Context: an optimization exercise on an open-source flow, tuned for small area, a short achievable clock period and few clock cycles per item. The choices shown serve that exercise and are no tape-out recipe. The RTL was checked by simulation tests, not by an equivalence proof against the original design.

== main ==
## binary_division
module binary_division #(
    parameter   INTEGER_SIZE = 16,
                FRACT_SIZE = 16
) (
    input   wire                                            clk, rst, start_div,
    input   wire signed[INTEGER_SIZE+FRACT_SIZE-1:0]        dividend, divisor,
    output  reg  signed[INTEGER_SIZE+FRACT_SIZE-1:0]        Q_output,
    output  reg                                             end_div
);
==> module binary_division, before the edit <==
module binary_division #(
    parameter   INTEGER_SIZE = 16,
                FRACT_SIZE = 16
) (
    input   wire                                            clk, rst, start_div,
    input   wire signed[INTEGER_SIZE+FRACT_SIZE-1:0]        dividend, divisor,
    output  reg  signed[INTEGER_SIZE+FRACT_SIZE-1:0]        Q_output,
    output  reg                                             end_div
);
localparam W = INTEGER_SIZE+FRACT_SIZE;        
localparam NBITS = INTEGER_SIZE+2*FRACT_SIZE;  
localparam [2:0] IDLE = 3'd0, ABS = 3'd1, ITER = 3'd2, NEG = 3'd3, DONE = 3'd4;
reg  [2:0]   st;
reg  [5:0]   cnt;       
reg  [W-1:0] R;         
reg  [W-1:0] Q;         
reg  [W-2:0] Mc;        
reg          mneg;      
reg          s;         
reg          nmin;      
reg          sub;       
wire         neg_en = (st == ABS) ? Q[W-1] : s;
wire [W-1:0] qor;                               
pfor #(.N(W)) u_qor (.x(Q), .y(qor));
wire [W-1:0] Qneg = Q ^ ({qor[W-2:0], 1'b0} & {W{neg_en}});
wire [W-2:0] mcr, mhir, mhi;                    
genvar gi;
generate for (gi = 0; gi < W-1; gi = gi + 1) begin : g_rev
    assign mcr[gi] = Mc[W-2-gi];
    assign mhi[gi] = mhir[W-2-gi];
end endgenerate
pfor #(.N(W-1)) u_mhi (.x(mcr), .y(mhir));
wire [W-1:0] mmask = ~{2'b00, mhi[W-2:1]};      
wire         mzero = ~mhi[0] & ~mneg;           
wire         b    = Q[W-1] & ~cnt[5];           
wire [W-1:0] sum;
reg          subn;      
wire [W-1:0] opv = {~subn, Mc[W-2:W/2] ^ {(W/2-1){~subn}}, Mc[W/2-1:0] ^ {(W/2){sub}}};
wire         a0   = b;
wire         g0s  = (a0 & ~Mc[0]) | (a0 & ~mneg) | (~Mc[0] & ~mneg);
wire         g0a  = (a0 & Mc[0]) | (a0 & mneg) | (Mc[0] & mneg);
wire         c1   = sub ? g0s : g0a;
wire [W-1:1] sumh;
padd2 #(.N(W-1)) u_add (.a(R[W-2:0]), .b(opv[W-1:1]), .cin(c1), .s(sumh));
assign sum = {sumh, a0 ^ Mc[0] ^ mneg};
wire         last = (cnt == NBITS-1);
wire         qbit = mzero ? ~(nmin & last) : ~sum[W-1];
wire         selS  = skp | (st != ITER);       
wire         stepq = (st == ITER) & ~skp & ~mzero;
wire         q0_other = (st == IDLE) ? dividend[0] : (st != ITER) ? Q[0] :
                        skp ? 1'b0 : ~(nmin & last);
localparam SK = 8;
reg          skp;
reg  [2*SK-1:0] fed2;                            
integer j;
always @(*)
    for (j = 0; j < 2*SK; j = j + 1)
        fed2[2*SK-1-j] = Q[W-1-j];    
wire [W-1:0] RS   = {R[W-1-SK:0], fed2[2*SK-1:SK]};        
wire [W-1:0] RS2  = {R[W-1-2*SK:0], fed2};                 
wire         ok2  = ~|R[W-1:W-2*SK] & ~|(RS2 & mmask) & (cnt <= NBITS-2*SK);
wire         top0   = dividend[W-1] ? &dividend[W-1:W-1-SK] : ~|dividend[W-1:W-SK];
wire         mbig   = divisor[W-1] ? ~&divisor[W-2:SK] : |divisor[W-2:SK];
wire         ok_in  = (top0 | mbig) & (|divisor);
wire [5:0]   cnt_n = skp ? cnt + SK : cnt + 1'b1;
wire [W-1:0] R_n   = skp ? RS : sum;
wire         fin   = skp ? (cnt == NBITS-SK) : last;
always @(posedge clk or negedge rst) begin
    if (!rst)
        st <= IDLE;
    else case (st)
        IDLE: if (start_div) st <= dividend[W-1] ? ABS : ITER;
        ABS:  st <= ITER;
        ITER: if (fin) st <= s ? NEG : DONE;
        NEG:  st <= DONE;
        default: st <= IDLE;
    endcase
end
always @(posedge clk) begin
    if (st == IDLE) begin
        Mc   <= divisor[W-2:0] ^ {(W-1){divisor[W-1]}};
        mneg <= divisor[W-1];
        s    <= dividend[W-1] ^ divisor[W-1];
        nmin <= (dividend == {1'b1, {(W-1){1'b0}}});
    end
    R   <= (skp | (st != ITER)) ? (RS & {W{st == ITER}}) : sum;
    sub <= selS | ~sum[W-1];
    subn <= (st != ITER) ? 1'b0 : R_n[W-1];
    cnt <= (st != ITER) ? 6'd0 : cnt_n;
    skp <= (st == IDLE) ? ok_in : (st == ITER) ? skp & ok2 : skp;
    Q[W-1:1] <= (st == IDLE) ? dividend[W-1:1] :
                (st != ITER) ? Qneg[W-1:1] :
                skp          ? {Q[W-1-SK:0], {(SK-1){1'b0}}} : Q[W-2:0];
    Q[0]     <= stepq ? ~sum[W-1] : q0_other;
end
always @(*) begin
    Q_output = Q;
    end_div  = (st == DONE);
end
endmodule
==> module padd3, before the edit <==
module padd3 #(parameter N = 32) (
    input  wire [N-1:0] p, g,
    input  wire         cin,
    output wire [N-1:0] s
);
    reg [N-1:0] G, P, Gn, Pn;
    integer i, l, j;
    always @(*) begin
        G = g; P = p;
        for (l = 0; (1 << l) < N; l = l + 1) begin
            Gn = G; Pn = P;
            for (i = 0; i < N; i = i + 1)
                if ((i >> l) & 1) begin
                    j = ((i >> l) << l) - 1;
                    Gn[i] = G[i] | (P[i] & G[j]); Pn[i] = P[i] & P[j];
                end
            G = Gn; P = Pn;
        end
    end
    wire [N-1:0] c = {G[N-2:0] | (P[N-2:0] & {(N-1){cin}}), cin};
    assign s = p ^ c;
endmodule
clock: 6.0 ns
lec_check: 0
cap_margin: 20
core_margin: 2
core_utilization: 60
cts_buf_list: sky130_fd_sc_hd__clkbuf_4 sky130_fd_sc_hd__clkbuf_8
setup_slack_margin: 3.0
slew_margin: 20
standard.sh (not shown) runs the stock make flow with config.mk's settings and CLKGATE_MAP_FILE= SYNTH_SCRIPT=/design/flow/synth_recipe.tcl, a recipe that flattens the netlist after the stock synthesis.
==> flow/flow/run.sh <==
#!/bin/bash
# The standard ORFS layout, with one change: the port buffers that
# global placement adds use the smallest buffer cell (buf_1) instead of the
# resizer's default pick. Every port still gets its own buffer.
set -euo pipefail
export BUFFER_PORTS_ARGS="-buffer_cell sky130_fd_sc_hd__buf_1"
bash standard.sh finish > standard_flow.log 2>&1
Testbench counts of main, summed over its fixed seeds: cycles 46,113, items 1,600.
## Diff of input files: the feature branch against main
==> flow/design.v, changed modules only <==
module binary_division #(
    parameter   INTEGER_SIZE = 16,
                FRACT_SIZE = 16
) (
    input   wire                                            clk, rst, start_div,
    input   wire signed[INTEGER_SIZE+FRACT_SIZE-1:0]        dividend, divisor,
    output  reg  signed[INTEGER_SIZE+FRACT_SIZE-1:0]        Q_output,
    output  reg                                             end_div
);
localparam W = INTEGER_SIZE+FRACT_SIZE;        
localparam NBITS = INTEGER_SIZE+2*FRACT_SIZE;  
localparam [2:0] IDLE = 3'd0, ABS = 3'd1, ITER = 3'd2, NEG = 3'd3, DONE = 3'd4;
reg  [2:0]   st;
reg  [5:0]   cnt;       
reg  [W-1:0] R;         
reg  [W-1:0] Q;         
reg  [W-2:0] Mc;        
reg          mneg;      
reg          s;         
reg          nmin;      
reg          sub;       
wire         neg_en = (st == ABS) ? Q[W-1] : s;
wire [W-1:0] qor;                               
pfor #(.N(W)) u_qor (.x(Q), .y(qor));
wire [W-1:0] Qneg = Q ^ ({qor[W-2:0], 1'b0} & {W{neg_en}});
wire [W-2:0] mcr, mhir, mhi;                    
genvar gi;
generate for (gi = 0; gi < W-1; gi = gi + 1) begin : g_rev
    assign mcr[gi] = Mc[W-2-gi];
    assign mhi[gi] = mhir[W-2-gi];
end endgenerate
pfor #(.N(W-1)) u_mhi (.x(mcr), .y(mhir));
wire [W-1:0] mmask = ~{2'b00, mhi[W-2:1]};      
wire         mzero = ~mhi[0] & ~mneg;           
wire         b    = Q[W-1] & ~cnt[5];           
wire [W-1:0] sum;
wire [W-1:0] opv = {sub, Mc ^ {(W-1){sub}}};
wire         a0   = b;
wire         g0s  = (a0 & ~Mc[0]) | (a0 & ~mneg) | (~Mc[0] & ~mneg);
wire         g0a  = (a0 & Mc[0]) | (a0 & mneg) | (Mc[0] & mneg);
wire         c1   = sub ? g0s : g0a;
wire [W-1:1] sumh;
padd2 #(.N(W-1)) u_add (.a(R[W-2:0]), .b(opv[W-1:1]), .cin(c1), .s(sumh));
assign sum = {sumh, a0 ^ Mc[0] ^ mneg};
wire         last = (cnt == NBITS-1);
wire         qbit = mzero ? ~(nmin & last) : ~sum[W-1];
wire         selS  = skp | (st != ITER);       
wire         stepq = (st == ITER) & ~skp & ~mzero;
wire         q0_other = (st == IDLE) ? dividend[0] : (st != ITER) ? Q[0] :
                        skp ? 1'b0 : ~(nmin & last);
localparam SK = 8;
reg          skp;
reg  [2*SK-1:0] fed2;                            
integer j;
always @(*)
    for (j = 0; j < 2*SK; j = j + 1)
        fed2[2*SK-1-j] = Q[W-1-j];    
wire [W-1:0] RS   = {R[W-1-SK:0], fed2[2*SK-1:SK]};        
wire [W-1:0] RS2  = {R[W-1-2*SK:0], fed2};                 
wire         ok2  = ~|R[W-1:W-2*SK] & ~|(RS2 & mmask) & (cnt <= NBITS-2*SK);
wire         top0   = dividend[W-1] ? &dividend[W-1:W-1-SK] : ~|dividend[W-1:W-SK];
wire         mbig   = divisor[W-1] ? ~&divisor[W-2:SK] : |divisor[W-2:SK];
wire         ok_in  = (top0 | mbig) & (|divisor);
wire [5:0]   cnt_n = skp ? cnt + SK : cnt + 1'b1;
wire [W-1:0] R_n   = skp ? RS : sum;
wire         fin   = skp ? (cnt == NBITS-SK) : last;
always @(posedge clk or negedge rst) begin
    if (!rst)
        st <= IDLE;
    else case (st)
        IDLE: if (start_div) st <= dividend[W-1] ? ABS : ITER;
        ABS:  st <= ITER;
        ITER: if (fin) st <= s ? NEG : DONE;
        NEG:  st <= DONE;
        default: st <= IDLE;
    endcase
end
always @(posedge clk) begin
    if (st == IDLE) begin
        Mc   <= divisor[W-2:0] ^ {(W-1){divisor[W-1]}};
        mneg <= divisor[W-1];
        s    <= dividend[W-1] ^ divisor[W-1];
        nmin <= (dividend == {1'b1, {(W-1){1'b0}}});
    end
    R   <= (skp | (st != ITER)) ? (RS & {W{st == ITER}}) : sum;
    sub <= selS | ~sum[W-1];
    cnt <= (st != ITER) ? 6'd0 : cnt_n;
    skp <= (st == IDLE) ? ok_in : (st == ITER) ? skp & ok2 : skp;
    Q[W-1:1] <= (st == IDLE) ? dividend[W-1:1] :
                (st != ITER) ? Qneg[W-1:1] :
                skp          ? {Q[W-1-SK:0], {(SK-1){1'b0}}} : Q[W-2:0];
    Q[0]     <= stepq ? ~sum[W-1] : q0_other;
end
always @(*) begin
    Q_output = Q;
    end_div  = (st == DONE);
end
endmodule
// module padd3 removed
Per the comparison of the feature branch with main, maximum frequency held; design area went up about 0.47%; global placement routability congestion went up about 1.4%; arithmetic-cell share of the synthesized area counting full adders, half adders and majority gates held. Clock tree skew after final layout of the feature branch is on par with main. Looking at number of buffer and inverter stages on the critical path across the feature branch and main, the one that comes out lower is main.
Testbench counts of the feature branch, summed over its fixed seeds: cycles 46,113, items 1,600.

## what the ideal ports hide
How much do the figures lean on ideal ports? The routed layouts below were timed once more, with nothing changed but the port constraints.
Step 1 (the two cells are an assumption about what drives the block):
set clk [get_ports {clk}]
set_driving_cell -lib_cell sky130_fd_sc_hd__clkbuf_16 $clk
set_driving_cell -lib_cell sky130_fd_sc_hd__buf_2 [delete_from_list [all_inputs] $clk]
Step 2, shift: input delay + t, output delay - t, t = (earliest + latest rising clock arrival at the registers) / 2. This alone moves slack from input paths to output paths.
a / b / c = ideal ports / drivers / drivers and shift; a / b = the first two.
| run | shift t [ns] | setup WS [ns] | hold slack, ns | latest minus earliest clock arrival (ns) | worst slew at a driven data input, ns |
|---|---|---|---|---|---|
| main | 0.422 | 3.015 / 3.015 / 2.702 | 0.525 / 0.525 / 0.525 | 0.011 / 0.011 | 0.04 |
| the feature branch | 0.419 | 3.017 / 3.017 / 2.803 | 0.500 / 0.500 / 0.500 | 0.012 / 0.012 | 0.04 |
After both steps setup and hold are still met in every run listed. For main, which loses most, drivers alone change the setup slack by 0.000 ns; drivers and shift together by -0.313 ns.
